Source: an optimization exercise on an open RTL-to-GDS flow (aim: a short achievable clock period and few clock cycles). Production flows keep margins and buffers that such runs may drop.
The RTL was checked by simulation tests, not by an equivalence proof against the original design.
No activity file was given, so power comes from the tool's default toggle rates.

==> flow/design.v <==
module ALU(A, B, Bx, Sh, SelAdd, Sub, SelLog, LogOp, SelSlt, SltSigned, SelSh, ShOp, SelPass, Out);
	input  [31:0] A, B;
	input  [31:0] Bx;      
	input  [4:0] Sh;
	input  SelAdd, Sub, SelLog, SelSlt, SltSigned, SelSh, SelPass;
	input  [1:0] LogOp, ShOp;
	output [31:0] Out;
	wire [31:0] sum;
	wire co;
	PAdd #(32, 6) add(.a(A), .b(Bx), .ci(Sub), .s(sum), .co(co));
	wire lt = (A[31] ^ B[31]) ? (SltSigned ? A[31] : B[31]) : (A < B);
	reg [31:0] lg;
	always @(*)
		case (LogOp)
			2'd0: lg = A & B;
			2'd1: lg = A | B;
			2'd2: lg = A ^ B;
			default: lg = ~(A | B);
		endcase
	wire fill = ShOp[0] && B[31];
	wire [31:0] sh = ShOp[1] ? (((B ^ {32{fill}}) >> Sh) ^ {32{fill}}) : (B << Sh);
	assign Out = ({32{SelAdd}} & sum) | ({32{SelLog}} & lg) | {31'd0, SelSlt & lt} |
	             ({32{SelSh}} & sh) | ({32{SelPass}} & B);
endmodule
module PAdd #(parameter W = 32, parameter L = 6) (a, b, ci, s, co);   
	input  [W-1:0] a, b;
	input  ci;
	output [W-1:0] s;
	output co;
	wire [W:0] g [0:L];
	wire [W:0] p [0:L];
	assign g[0] = {a & b, ci};
	assign p[0] = {a ^ b, 1'b0};
	genvar k, i;
	generate
		for (k = 0; k < L; k = k + 1) begin : lvl
			for (i = 0; i <= W; i = i + 1) begin : bt
				if (i >= (1 << k)) begin : m
					assign g[k+1][i] = g[k][i] | (p[k][i] & g[k][i-(1<<k)]);
					assign p[k+1][i] = p[k][i] & p[k][i-(1<<k)];
				end else begin : pass
					assign g[k+1][i] = g[k][i];
					assign p[k+1][i] = p[k][i];
				end
			end
		end
	endgenerate
	assign s = p[0][W:1] ^ g[L][W-1:0];
	assign co = g[L][W];
endmodule
module Control(Instr, IsBr, BrEq, BrNe, BrLtz, BrLez, BrGtz, IsJ, IsJr, IsLink,
	IsLoad, IsStore, RegWr, WrReg, UseImm, Imm, Shamt,
	SelAdd, Sub, SelLog, LogOp, SelSlt, SltSigned, SelSh, ShOp, SelPass);
	input  [31:0] Instr;
	output IsBr, BrEq, BrNe, BrLtz, BrLez, BrGtz, IsJ, IsJr, IsLink;
	output IsLoad, IsStore, RegWr;
	output [4:0] WrReg;
	output UseImm;
	output [31:0] Imm;
	output [4:0] Shamt;
	output SelAdd, Sub, SelLog, SelSlt, SltSigned, SelSh, SelPass;
	output [1:0] LogOp;    
	output [1:0] ShOp;     
	wire [5:0] op = Instr[31:26];
	wire [5:0] fn = Instr[5:0];
	wire [4:0] rt = Instr[20:16];
	wire [4:0] rd = Instr[15:11];
	wire rtype = (op == 6'h00);
	wire r_sh  = rtype && (fn[5:2] == 4'b0000);           
	wire r_jr  = rtype && (fn[5:1] == 5'b00100);          
	wire r_add = rtype && (fn[5:1] == 5'b10000);          
	wire r_sub = rtype && (fn[5:1] == 5'b10001);          
	wire r_log = rtype && (fn[5:2] == 4'b1001);           
	wire r_slt = rtype && (fn == 6'h2a);
	wire i_add = (op[5:1] == 5'b00100);                   
	wire i_slt = (op == 6'h0a);
	wire i_sltu = (op == 6'h0b);
	wire i_and = (op == 6'h0c);
	wire i_lui = (op == 6'h0f);
	wire jal   = (op == 6'h03);
	assign IsBr  = (op == 6'h01) || (op[5:2] == 4'b0001);
	assign BrEq  = (op == 6'h04);
	assign BrNe  = (op == 6'h05);
	assign BrLtz = (op == 6'h01);
	assign BrLez = (op == 6'h06);
	assign BrGtz = (op == 6'h07);
	assign IsJ   = (op[5:1] == 5'b00001);
	assign IsJr  = r_jr;
	assign IsLink = jal || (r_jr && fn[0]);
	assign IsLoad  = (op == 6'h23);
	assign IsStore = (op == 6'h2b);
	wire wr_rd = r_sh || r_add || r_sub || r_log || r_slt || (r_jr && fn[0]);
	wire wr_rt = i_add || i_slt || i_sltu || i_and || i_lui || IsLoad;
	assign WrReg = jal ? 5'd31 : wr_rd ? rd : rt;
	assign RegWr = (jal || wr_rd || wr_rt) && (WrReg != 5'd0);
	assign UseImm = i_add || i_slt || i_sltu || i_and || i_lui;
	assign Imm = i_lui ? {Instr[15:0], 16'd0} :
	             i_and ? {16'd0, Instr[15:0]} : {{16{Instr[15]}}, Instr[15:0]};
	assign Shamt = Instr[10:6];
	assign SelAdd = r_add || r_sub || i_add;
	assign Sub    = r_sub || r_slt || i_slt || i_sltu;
	assign SelLog = r_log || i_and;
	assign LogOp  = i_and ? 2'd0 : fn[1:0];
	assign SelSlt = r_slt || i_slt || i_sltu;
	assign SltSigned = !i_sltu;
	assign SelSh  = r_sh;
	assign ShOp   = fn[1:0];
	assign SelPass = i_lui || IsLink;
endmodule
module RegFile (reset, clk, addr1, data1, addr2, data2, wr, addr3, data3);
input reset, clk;
input wr;
input [4:0] addr1, addr2, addr3;
output [31:0] data1, data2;
input [31:0] data3;
reg [31:0] RF_DATA [31:1];
integer i;
assign data1 = (addr1 == 5'b0) ? 32'b0 : RF_DATA[addr1];
assign data2 = (addr2 == 5'b0) ? 32'b0 : RF_DATA[addr2];
always @(posedge reset or posedge clk) begin
	if (reset) begin
		for (i = 1; i < 32; i = i + 1) RF_DATA[i] <= 32'b0;
	end
	else begin
		if (wr && addr3 != 5'b0) RF_DATA[addr3] <= data3;
	end
end
endmodule
module CPU(reset, clk, imem_addr, imem_data, dmem_addr, dmem_wdata, dmem_we, dmem_re, dmem_rdata);
input reset, clk;
output [31:0] imem_addr;
input [31:0] imem_data;
output [31:0] dmem_addr;
output [31:0] dmem_wdata;
output dmem_we, dmem_re;
input [31:0] dmem_rdata;
localparam BI = 4;                
localparam BT = 3;                
localparam BN = 1 << BI;
reg [31:0] PCn;                   
reg [31:0] pc_i;                  
reg        IFID_valid;
reg [31:0] IFID_instr, IFID_pc4, IFID_ptgt;
reg [31:0] IFID_rsraw, IFID_rtraw;
reg [BI+BT+1:2] IFID_pcb;
reg        IFID_hit, IFID_ptaken;
reg [1:0]  IFID_ctr;
reg        IDEX_valid;
reg [31:0] IDEX_A, IDEX_B, IDEX_Bx, IDEX_pc4, IDEX_btgt, IDEX_ptgt;
reg [4:0]  IDEX_sh, IDEX_rd;
reg        IDEX_wr, IDEX_load, IDEX_isbr, IDEX_isjr, IDEX_jrchk, IDEX_ret;
reg        IDEX_beq, IDEX_bne, IDEX_bltz, IDEX_blez, IDEX_bgtz;
reg        IDEX_seladd, IDEX_sub, IDEX_sellog, IDEX_selslt, IDEX_sltsigned, IDEX_selsh, IDEX_selpass;
reg [1:0]  IDEX_logop, IDEX_shop;
reg [BI+BT+1:2] IDEX_pcb;
reg        IDEX_hit, IDEX_ptaken;
reg [1:0]  IDEX_ctr;
reg [31:0] dmem_addr_r, dmem_wdata_r;
reg        dmem_we_r, dmem_re_r;
reg        WB_we, WB2_we, WB3_we;
reg [4:0]  WB_rd, WB2_rd, WB3_rd;
reg [31:0] WB_val, WB2_val, WB3_val;
reg [BN-1:0] btb_v;
reg [BT-1:0] btb_tag [0:BN-1];
reg [15:0]   btb_tgt [0:BN-1];
reg [1:0]    btb_ctr [0:BN-1];
reg [1:0]    btb_ty  [0:BN-1];    
reg          U_we;
reg [1:0]    U_ty;
reg [BI-1:0] U_idx;
reg [BT-1:0] U_tag;
reg [15:0]   U_tgt;
reg [1:0]    U_ctr;
reg [31:0] ras0, ras1, ras2, ras3;
wire stall, ex_redirect, id_redirect;
assign imem_addr = ~PCn;
wire [31:0] pc4_if = pc_i + 32'd4;
wire [5:0] f_op = imem_data[31:26];
wire pd_j = (f_op[5:1] == 5'b00001);
wire [31:0] pd_jtgt = {pc4_if[31:28], imem_data[25:0], 2'b00};
wire [BI-1:0] s_idx = pc4_if[BI+1:2];
wire s_hit = btb_v[s_idx] && (btb_tag[s_idx] == pc4_if[BI+BT+1:BI+2]);
reg P_ok, P_hit;
reg [1:0] P_ctr, P_ty;
reg [15:0] P_tgt;
wire f_hit = P_ok && P_hit;
wire [1:0] f_ctr = P_ctr;
wire [31:0] f_btgt = {pc_i[31:18], P_tgt, 2'b00};
wire [1:0] f_ty = P_ty;
wire f_btb_taken = f_hit && (f_ty != 2'd0 || f_ctr[1]);
wire [31:0] f_bptgt = f_ty[1] ? ras0 : f_btgt;
wire f_ptaken = pd_j || f_btb_taken;
wire [31:0] f_ptgt = pd_j ? pd_jtgt : f_bptgt;
wire [31:0] rf_rs, rf_rt;
RegFile regfile(.reset(reset), .clk(clk), .addr1(imem_data[25:21]), .data1(rf_rs), .addr2(imem_data[20:16]), .data2(rf_rt),
	.wr(WB_we), .addr3(WB_rd), .data3(WB_val));
wire d_isbr, d_beq, d_bne, d_bltz, d_blez, d_bgtz, d_isj, d_isjr, d_link;
wire d_load, d_store, d_wr, d_useimm;
wire [4:0] d_wrreg, d_shamt;
wire [31:0] d_imm;
wire d_seladd, d_sub, d_sellog, d_selslt, d_sltsigned, d_selsh, d_selpass;
wire [1:0] d_logop, d_shop;
Control control(.Instr(IFID_instr), .IsBr(d_isbr), .BrEq(d_beq), .BrNe(d_bne), .BrLtz(d_bltz),
	.BrLez(d_blez), .BrGtz(d_bgtz), .IsJ(d_isj), .IsJr(d_isjr), .IsLink(d_link),
	.IsLoad(d_load), .IsStore(d_store), .RegWr(d_wr), .WrReg(d_wrreg), .UseImm(d_useimm),
	.Imm(d_imm), .Shamt(d_shamt), .SelAdd(d_seladd), .Sub(d_sub), .SelLog(d_sellog),
	.LogOp(d_logop), .SelSlt(d_selslt), .SltSigned(d_sltsigned), .SelSh(d_selsh),
	.ShOp(d_shop), .SelPass(d_selpass));
wire [4:0] rs = IFID_instr[25:21];
wire [31:0] d_simm = {{16{IFID_instr[15]}}, IFID_instr[15:0]};
wire [4:0] rt = IFID_instr[20:16];
wire [31:0] alu_out;
wire [31:0] ex_result = IDEX_load ? dmem_rdata : alu_out;
wire ex_w = IDEX_valid && IDEX_wr;
reg hxa_rs, hxa_rt, hxl_rs, hxl_rt, s1_rs, s1_rt, s2_rs, s2_rt, s3_rs, s3_rt;
wire hit_ex_rs = hxa_rs || hxl_rs;
wire [31:0] old_rs = s1_rs ? WB_val : s2_rs ? WB2_val : s3_rs ? WB3_val : IFID_rsraw;
wire [31:0] old_rt = s1_rt ? WB_val : s2_rt ? WB2_val : s3_rt ? WB3_val : IFID_rtraw;
wire [31:0] fwd_rs = hxa_rs ? alu_out : hxl_rs ? dmem_rdata : old_rs;
wire [31:0] fwd_rt = hxa_rt ? alu_out : hxl_rt ? dmem_rdata : old_rt;
wire b_reg = !d_useimm && !d_link;
wire [31:0] b_next = (b_reg && hxa_rt) ? alu_out : (b_reg && hxl_rt) ? dmem_rdata :
                     d_useimm ? d_imm : d_link ? IFID_pc4 : old_rt;
wire [31:0] ag0, ag1, ag2, ag3;
wire [3:0] agco;
PAdd #(32, 6) agadd0(.a(IFID_rsraw), .b(d_simm), .ci(1'b0), .s(ag0), .co(agco[0]));
PAdd #(32, 6) agadd1(.a(WB_val), .b(d_simm), .ci(1'b0), .s(ag1), .co(agco[1]));
PAdd #(32, 6) agadd2(.a(WB2_val), .b(d_simm), .ci(1'b0), .s(ag2), .co(agco[2]));
PAdd #(32, 6) agadd3(.a(WB3_val), .b(d_simm), .ci(1'b0), .s(ag3), .co(agco[3]));
assign stall = IFID_valid && (d_load || d_store) && hit_ex_rs;
wire [31:0] d_btgt;
wire d_btco;
PAdd #(32, 6) btadd(.a(IFID_pc4), .b({{14{IFID_instr[15]}}, IFID_instr[15:0], 2'b00}), .ci(1'b0), .s(d_btgt), .co(d_btco));
wire static_bt = d_isbr && !IFID_hit && (IFID_instr[15] || (d_beq && rs == rt));
wire d_ret = d_isjr && !d_link && (rs == 5'd31);
wire ret_id = d_ret && !IFID_ptaken;
wire jr_id = d_isjr && !d_ret && !IFID_ptaken;
wire fix_other = IFID_ptaken && !d_isbr && !d_isj && !d_isjr;
assign id_redirect = IFID_valid && !stall && (static_bt || jr_id || ret_id || fix_other);
ALU alu(.A(IDEX_A), .B(IDEX_B), .Bx(IDEX_Bx), .Sh(IDEX_sh), .SelAdd(IDEX_seladd), .Sub(IDEX_sub),
	.SelLog(IDEX_sellog), .LogOp(IDEX_logop), .SelSlt(IDEX_selslt), .SltSigned(IDEX_sltsigned),
	.SelSh(IDEX_selsh), .ShOp(IDEX_shop), .SelPass(IDEX_selpass), .Out(alu_out));
wire eq = (IDEX_A == IDEX_B);
wire taken = (IDEX_beq && eq) || (IDEX_bne && !eq) || (IDEX_bltz && IDEX_A[31]) ||
             (IDEX_blez && (IDEX_A[31] || eq)) || (IDEX_bgtz && !IDEX_A[31] && !eq);
wire tgt_ok = (IDEX_ptgt == IDEX_btgt);
wire mis_br = taken ? !(IDEX_ptaken && tgt_ok) : IDEX_ptaken;
wire jr_ok = (IDEX_ptgt == IDEX_A);
wire mis_jr = !jr_ok;
assign ex_redirect = IDEX_valid && ((IDEX_isbr && mis_br) || (IDEX_jrchk && mis_jr));
wire [31:0] ex_target = IDEX_isjr ? IDEX_A : taken ? IDEX_btgt : IDEX_pc4;
assign dmem_addr = dmem_addr_r;
assign dmem_wdata = dmem_wdata_r;
assign dmem_we = dmem_we_r;
assign dmem_re = dmem_re_r;
wire [31:0] normal_pc = id_redirect ? (jr_id ? fwd_rs : ret_id ? ras0 : fix_other ? IFID_pc4 : d_btgt) : stall ? pc_i :
                        pd_j ? pd_jtgt : f_btb_taken ? f_bptgt : pc4_if;
wire br_ex = IDEX_valid && IDEX_isbr;
wire br_ex_any = br_ex && (taken ? !(IDEX_ptaken && tgt_ok) : IDEX_ptaken);
wire jr_ex = IDEX_valid && IDEX_jrchk;
wire [31:0] pc_t = (IDEX_ptaken && tgt_ok) ? normal_pc : IDEX_btgt;
wire [31:0] pc_n = IDEX_ptaken ? IDEX_pc4 : normal_pc;
wire [31:0] next_pc = br_ex ? (taken ? pc_t : pc_n) : (jr_ex && !jr_ok) ? IDEX_A : normal_pc;
wire pc_seq = !br_ex_any && !(jr_ex && !jr_ok) && !id_redirect && !stall && !pd_j && !f_btb_taken;
wire pc_hold = !br_ex_any && !(jr_ex && !jr_ok) && stall;
always @(posedge clk or posedge reset)
	if (reset)
		P_ok <= 1'b0;
	else
		P_ok <= pc_seq || (pc_hold && P_ok);
always @(posedge clk)
	if (!pc_hold) begin
		P_hit <= s_hit;
		P_ctr <= btb_ctr[s_idx];
		P_ty <= btb_ty[s_idx];
		P_tgt <= btb_tgt[s_idx];
	end
always @(posedge clk or posedge reset)
	if (reset) begin
		pc_i <= 32'd0;
		PCn <= 32'hffffffff;
	end else begin
		pc_i <= next_pc;
		PCn <= ~next_pc;
	end
always @(posedge clk or posedge reset)
	if (reset)
		IFID_valid <= 1'b0;
	else if (ex_redirect || id_redirect)
		IFID_valid <= 1'b0;
	else if (!stall)
		IFID_valid <= 1'b1;
wire id_go = IFID_valid && !stall && !ex_redirect;
wire [4:0] n_rs = stall ? rs : imem_data[25:21];
wire [4:0] n_rt = stall ? rt : imem_data[20:16];
always @(posedge clk) begin
	hxa_rs <= IFID_valid && !stall && d_wr && !d_load && (d_wrreg == n_rs);
	hxa_rt <= IFID_valid && !stall && d_wr && !d_load && (d_wrreg == n_rt);
	hxl_rs <= IFID_valid && !stall && d_wr && d_load && (d_wrreg == n_rs);
	hxl_rt <= IFID_valid && !stall && d_wr && d_load && (d_wrreg == n_rt);
	s1_rs <= ex_w && (IDEX_rd == n_rs);
	s1_rt <= ex_w && (IDEX_rd == n_rt);
	s2_rs <= WB_we && (WB_rd == n_rs);
	s2_rt <= WB_we && (WB_rd == n_rt);
	s3_rs <= stall && WB2_we && (WB2_rd == n_rs);
	s3_rt <= stall && WB2_we && (WB2_rd == n_rt);
	if (!stall) begin
		IFID_rsraw <= rf_rs;
		IFID_rtraw <= rf_rt;
		IFID_instr <= imem_data;
		IFID_pc4 <= pc4_if;
		IFID_ptgt <= f_ptgt;
		IFID_ptaken <= f_ptaken;
		IFID_pcb <= pc_i[BI+BT+1:2];
		IFID_hit <= f_hit;
		IFID_ctr <= f_ctr;
	end
end
always @(posedge clk or posedge reset)
	if (reset) begin
		IDEX_valid <= 1'b0;
		dmem_we_r <= 1'b0;
		dmem_re_r <= 1'b0;
	end else begin
		IDEX_valid <= id_go;
		dmem_we_r <= id_go && d_store;
		dmem_re_r <= id_go && d_load;
	end
always @(posedge clk) begin
	IDEX_A <= fwd_rs;
	IDEX_B <= b_next;
	IDEX_Bx <= b_next ^ {32{d_sub}};
	IDEX_pc4 <= IFID_pc4;
	IDEX_btgt <= d_btgt;
	IDEX_ptgt <= static_bt ? d_btgt : ret_id ? ras0 : IFID_ptgt;
	IDEX_ptaken <= IFID_ptaken || static_bt;
	IDEX_jrchk <= d_isjr && (IFID_ptaken || ret_id);
	IDEX_ret <= d_ret;
	IDEX_hit <= IFID_hit;
	IDEX_ctr <= IFID_ctr;
	IDEX_pcb <= IFID_pcb;
	IDEX_sh <= d_shamt;
	IDEX_rd <= d_wrreg;
	IDEX_wr <= d_wr;
	IDEX_load <= d_load;
	IDEX_isbr <= d_isbr;
	IDEX_isjr <= d_isjr;
	IDEX_beq <= d_beq;
	IDEX_bne <= d_bne;
	IDEX_bltz <= d_bltz;
	IDEX_blez <= d_blez;
	IDEX_bgtz <= d_bgtz;
	IDEX_seladd <= d_seladd;
	IDEX_sub <= d_sub;
	IDEX_sellog <= d_sellog;
	IDEX_logop <= d_logop;
	IDEX_selslt <= d_selslt;
	IDEX_sltsigned <= d_sltsigned;
	IDEX_selsh <= d_selsh;
	IDEX_shop <= d_shop;
	IDEX_selpass <= d_selpass;
	dmem_addr_r <= s1_rs ? ag1 : s2_rs ? ag2 : s3_rs ? ag3 : ag0;
	dmem_wdata_r <= fwd_rt;
end
wire push = IFID_valid && d_link;
wire pop = IFID_valid && d_isjr && (rs == 5'd31) && !d_link;
always @(posedge clk)
	if (push) begin
		ras0 <= IFID_pc4; ras1 <= ras0; ras2 <= ras1; ras3 <= ras2;
	end else if (pop) begin
		ras0 <= ras1; ras1 <= ras2; ras2 <= ras3;
	end
always @(posedge clk or posedge reset)
	if (reset) begin
		WB_we <= 1'b0;
		WB2_we <= 1'b0;
		WB3_we <= 1'b0;
	end else begin
		WB_we <= ex_w;
		WB2_we <= WB_we;
		WB3_we <= WB2_we;
	end
always @(posedge clk) begin
	WB_rd <= IDEX_rd;
	WB_val <= ex_result;
	WB2_rd <= WB_rd;
	WB2_val <= WB_val;
	WB3_rd <= WB2_rd;
	WB3_val <= WB2_val;
end
wire [1:0] ctr_inc = (IDEX_ctr == 2'b11) ? 2'b11 : IDEX_ctr + 2'b01;
wire [1:0] ctr_dec = (IDEX_ctr == 2'b00) ? 2'b00 : IDEX_ctr - 2'b01;
always @(posedge clk or posedge reset)
	if (reset)
		U_we <= 1'b0;
	else
		U_we <= IDEX_valid && (IDEX_isbr ? (taken || IDEX_hit) : IDEX_isjr);
always @(posedge clk) begin
	U_ty <= IDEX_isbr ? 2'd0 : IDEX_ret ? 2'd2 : 2'd1;
	U_idx <= IDEX_pcb[BI+1:2];
	U_tag <= IDEX_pcb[BI+BT+1:BI+2];
	U_tgt <= IDEX_isjr ? IDEX_A[17:2] : IDEX_btgt[17:2];
	U_ctr <= taken ? (IDEX_hit ? ctr_inc : 2'b11) : ctr_dec;
end
always @(posedge clk or posedge reset)
	if (reset)
		btb_v <= {BN{1'b0}};
	else if (U_we)
		btb_v[U_idx] <= 1'b1;
always @(posedge clk)
	if (U_we) begin
		btb_tag[U_idx] <= U_tag;
		btb_tgt[U_idx] <= U_tgt;
		btb_ctr[U_idx] <= U_ctr;
		btb_ty[U_idx] <= U_ty;
	end
endmodule
==> flow/flow/run.sh <==
#!/bin/bash
# The standard layout (standard.sh, unchanged synthesis) with three changes to
# how it is made:
#  - the port buffers are plain buffers (buf_4) rather than the delay cells
#    buffer_ports picks on its own;
#  - the resizer may change a cell's footprint (MATCH_CELL_FOOTPRINT=0);
#  - timing repair aims at 6.5 ns of setup slack instead of config.mk's 5.
# The clock, constraints and everything else are the standard flow's.
set -euo pipefail
cd "$(dirname "$0")/.."
export BUFFER_PORTS_ARGS="-buffer_cell sky130_fd_sc_hd__buf_4"
bash standard.sh MATCH_CELL_FOOTPRINT=0 SETUP_SLACK_MARGIN=6.5 finish > standard_flow.log 2>&1
==> flow/standard.sh <==
#!/bin/bash
# synth_recipe.tcl (not shown) runs the flow's synth.tcl, then flattens the netlist and writes it again
# the make line also repeats each setting of config.mk as NAME=value (left out here)
make -C /OpenROAD-flow-scripts/flow DESIGN_CONFIG=/design/flow/config.mk WORK_HOME=/design/flow/orfs CLKGATE_MAP_FILE= SYNTH_SCRIPT=/design/flow/synth_recipe.tcl "${@:-finish}"
==> flow/config.mk <==
export PLATFORM = sky130hd
export DESIGN_NAME = CPU
export DESIGN_NICKNAME = CPU
export VERILOG_FILES = /design/flow/design.v
export SDC_FILE = /design/flow/constraint.sdc
export NUM_CORES = 4
export LEC_CHECK = 0
export CAP_MARGIN = 40
export CORE_MARGIN = 2
export CORE_UTILIZATION = 35
export PLACE_DENSITY = 0.5
export SETUP_SLACK_MARGIN = 5
export SLEW_MARGIN = 30
==> flow/constraint.sdc <==
create_clock -name core_clock -period 9.5 [get_ports {clk}]
set_input_delay 1.9000 -clock core_clock [delete_from_list [all_inputs] [get_ports {clk}]]
set_output_delay 1.9000 -clock core_clock [all_outputs]
set_load 0.01 [all_outputs]
==> run notes <==
status = timing/DRC/antenna clean
Async SR Flop Fraction = 48.9%
worst-margin pin slew = 0.992 ns
Die W = 576 um
Yosys reg bits = 2208
Max-Cap Viols = 0
max reg flops = 992
Mapped Cells = 10200
crit end category = flip-flop
most frequent cells after synthesis = 1095 x mux2_2, 1048 x dfrtp_1, 780 x nand2_1
reg2reg setup slack = 5.67 ns
Final GP Congestion = 0.999
Initial DRT Pass Iterations = 19
Clock Skew = 0.103 ns
kind of critical path = reg2reg
Via density = 6.65
Slew Limit Fails = 0
CTS tree = done
Initial DRC Count = 17300
number of global-route vias before repair = 98500
die area = 332000 um^2
Leak = 63.7 nW
CTS Sinks = 2208
final setup vio count = 0
top-count cell post-synth = mux2_2
antenna violations before repair = 64
CTS Buffer Depth = 4
Final Hold Viols = 0
EDFF count, synth = 688
Post-Place Worst Slack = 4.00 ns
Crit path required time = 10.29 ns
WP data arrival = 4.62 ns
Synth Net Count = 10600
Max Fclk = 0.261 GHz
Top FF cell, synth = dfrtp_1
largest net degree at the start of global routing = 152
setup TNS = 0 ns
post-layout min period = 3.83 ns
wire per inst = 39.2 um
GRT Overall Usage = 35.1%
clk slew on worst S/H paths = 0.07 ns
DRC viols = 0
RSZ-0062 raised after global routing = true
ANT nets after route = 0
fin crit share = 40.3%
Crit Path Max Fanout = 6
num rows = 210
DIE HEIGHT = 576 um
Syn Std Cell Area = 115000 um^2
biggest regs = regfile.RF_DATA: 992 flops, btb_tgt: 256 flops, btb_tag: 48 flops
met3 GRT Util = 13.6%
Mean Syn Cell Area = 11.2 um^2
I/O pins = 164
Reg with most FFs = regfile.RF_DATA
biggest area consumer among synthesized cells = dfrtp_1
DP Wirelength = 363000 um
power per cell area = 197 nW/um^2
Slew Limit Headroom = 33.6%
vias = 106000
Starting Density = 35.1%
count of cell types in the netlist = 103
Warnings, synthesis = 5
Hold Buf Count CTS = 0
IO buf count = 163
Final nets = 11700
total CTS buffers = 243
grt total ovfl = 0
sequential fraction of the synthesis area = 49.3%
busiest grt layer = met2
hold crit path type = reg2reg
post-synth top area share = 22.9%
first-pass GRT wire length = 817000 um
final WL = 622000 um
Root Driver = clkbuf_16
Layout area overhead = 33.0%
later-pin clock latency in the skew report = 1.01 ns
share of cells above drive strength 1 = 39.9%
H-tree Lvls = 4
Final WS setup = 5.67 ns
M1 GR Usage = 42.3%
VDD IR max = 0.205 mV
CP startpoint kind = flip-flop
top cells by area, synth = dfrtp_1 23%, edfxtp_1 18%, mux2_2 11%
core region area = 327000 um^2
met2 Track Usage GR = 49.8%
[kinds of logic (layout without fill, tap and decap cells)]
group	Yosys count	in the layout	share of synthesized area [%]
XOR/XNOR	331	331	2.53
multiplexers	1539	1539	16.3
buffers and inverters	1020	2265	3.43
adder cells (fa/ha/maj)	292	292	3.22
AND/OR/NAND/NOR	2236	2237	9.07
other	0	41	0
AO/OA/AOI/OAI	2622	2622	16.2
flip-flops	2208	2208	49.3
[repair_timing]
| item | 4_1_cts | 5_1_grt |
|---|---|---|
| cloned | 60 | 47 |
| buffers inserted | 596 | 332 |
| gates resized for setup | 1769 | 788 |
| pin swaps | 456 | 479 |
| setup endpoints to repair | 1530 | 654 |
[where the power goes]
part | leakage, nW | internal (mW) | switching (mW)
combinational | 34.5 | 3.23 | 4.73
sequential | 25.2 | 11.0 | 1.11
clock | 4.09 | 5.87 | 4.20
total | 63.7 | 20.1 | 10.0
[layer usage]
| layer | vias up | routed length [um] | share of wire (%) |
|---|---|---|---|
| li1 | 41100 | - | - |
| met3 | 3056 | 82900 | 13 |
| met2 | 8711 | 251000 | 40 |
| met4 | 42 | 63000 | 10 |
| met1 | 52800 | 224000 | 36 |
| met5 | - | 983 | 0.16 |
[final timing paths]
path                        startpoint                       to  cells past startpoint
max reg2reg                 IDEX_sh[0]                  PCn[29]                     13
min reg2reg                IDEX_pcb[3]                 U_idx[1]                      0
min in group asynchronous        reset   regfile.RF_DATA[18][4]                      3
max                         IDEX_sh[0]                  PCn[29]                     13
min                        IDEX_pcb[3]                 U_idx[1]                      0
max in group asynchronous        reset  regfile.RF_DATA[20][24]                      5
[critical path, stage by stage (launching register included)]
cell and delay [ns]:
dfxtp_4 0.37, buf_6 0.09, buf_6 0.08, buf_6 0.12, clkbuf_16 0.16, mux4_2 0.54, mux2i_4 0.22, o21ai_0 0.10
o211ai_1 0.59, o311ai_2 0.25, buf_4 0.21, a211oi_4 0.44, nor3_1 0.14, o31ai_2 0.36
[final cells by class]
class | count | area [um^2]
fillers | 29100 | 174000
multi-input cells | 7021 | 62300
flip-flops and latches | 2208 | 56900
repair buffers | 1558 | 18500
clock buffers | 353 | 7210
well taps | 4346 | 5440
clock inverters | 93 | 1120
inverters | 258 | 1060
diodes | 41 | 103
repair inverters | 3 | 28.8
[through the flow]
stage / hold WS [ns] / power [mW] / cell area (um^2) / cells / util (%)
2_1_floorplan: 0.310 / 15.4 / 115000 / 10200 / -
5_1_grt: 0.348 / 30.9 / 153000 / 15800 / 46.7
3_5_place_dp: 0.315 / 18.3 / 123000 / 14400 / 37.5
4_1_cts: 0.337 / 29.4 / 145000 / 15500 / 44.4
6_report: 0.333 / 30.1 / 153000 / 15900 / 46.7
3_3_place_gp: 0.316 / 18.2 / 122000 / 14300 / 37.2
[placed cells by master, fill, tap and decap left out, drive strengths merged, types with 40 or more instances in the layout]
cell / n
a31oi: 91
mux2: 1096
o21a: 42
ha: 286
mux4: 152
a222oi: 74
dfxtp: 440
a22o: 258
nand2b: 72
a22oi: 368
a211oi: 83
mux2i: 291
a221oi: 273
nand2: 782
nor2b: 43
nand3: 204
edfxtp: 688
dfrtp: 1048
inv: 262
a21o: 106
nor2: 554
nor4: 40
clkbuf: 445
xnor2: 221
xor2: 110
buf: 1466
diode: 41
a21oi: 588
clkinv: 50
o21ai: 348
nor3: 151
and3: 76
nand4: 174
o211ai: 54
Testbench counts, summed over its fixed seeds: cycles 22,584.

## separate check: timing with driven ports
The flow's constraints put no driver on any port. The routed layout listed below was extracted and timed again, unchanged, in two steps. Step 1 sets driving cells, clkbuf_16 on the clock port and buf_2 on the other inputs (assumed; they add their load-dependent delay and slew). Step 2 times the ports against the registers' clock, not the clock port: input delays grow and output delays shrink by t, the midpoint of the rising clock arrivals with the driver on. Slacks: no drivers / after step 1 / after step 2; pairs: no drivers / after step 1.
t, ns: 1.058
setup WS [ns]: 5.672 / 5.672 / 4.908
worst register clock-pin slew, ns: 0.08 / 0.08
worst data-port slew with drivers (ns): 0.33
After both steps setup and hold are still met in this run. For this run, drivers alone change the setup slack by 0.000 ns; drivers and shift together by -0.764 ns.
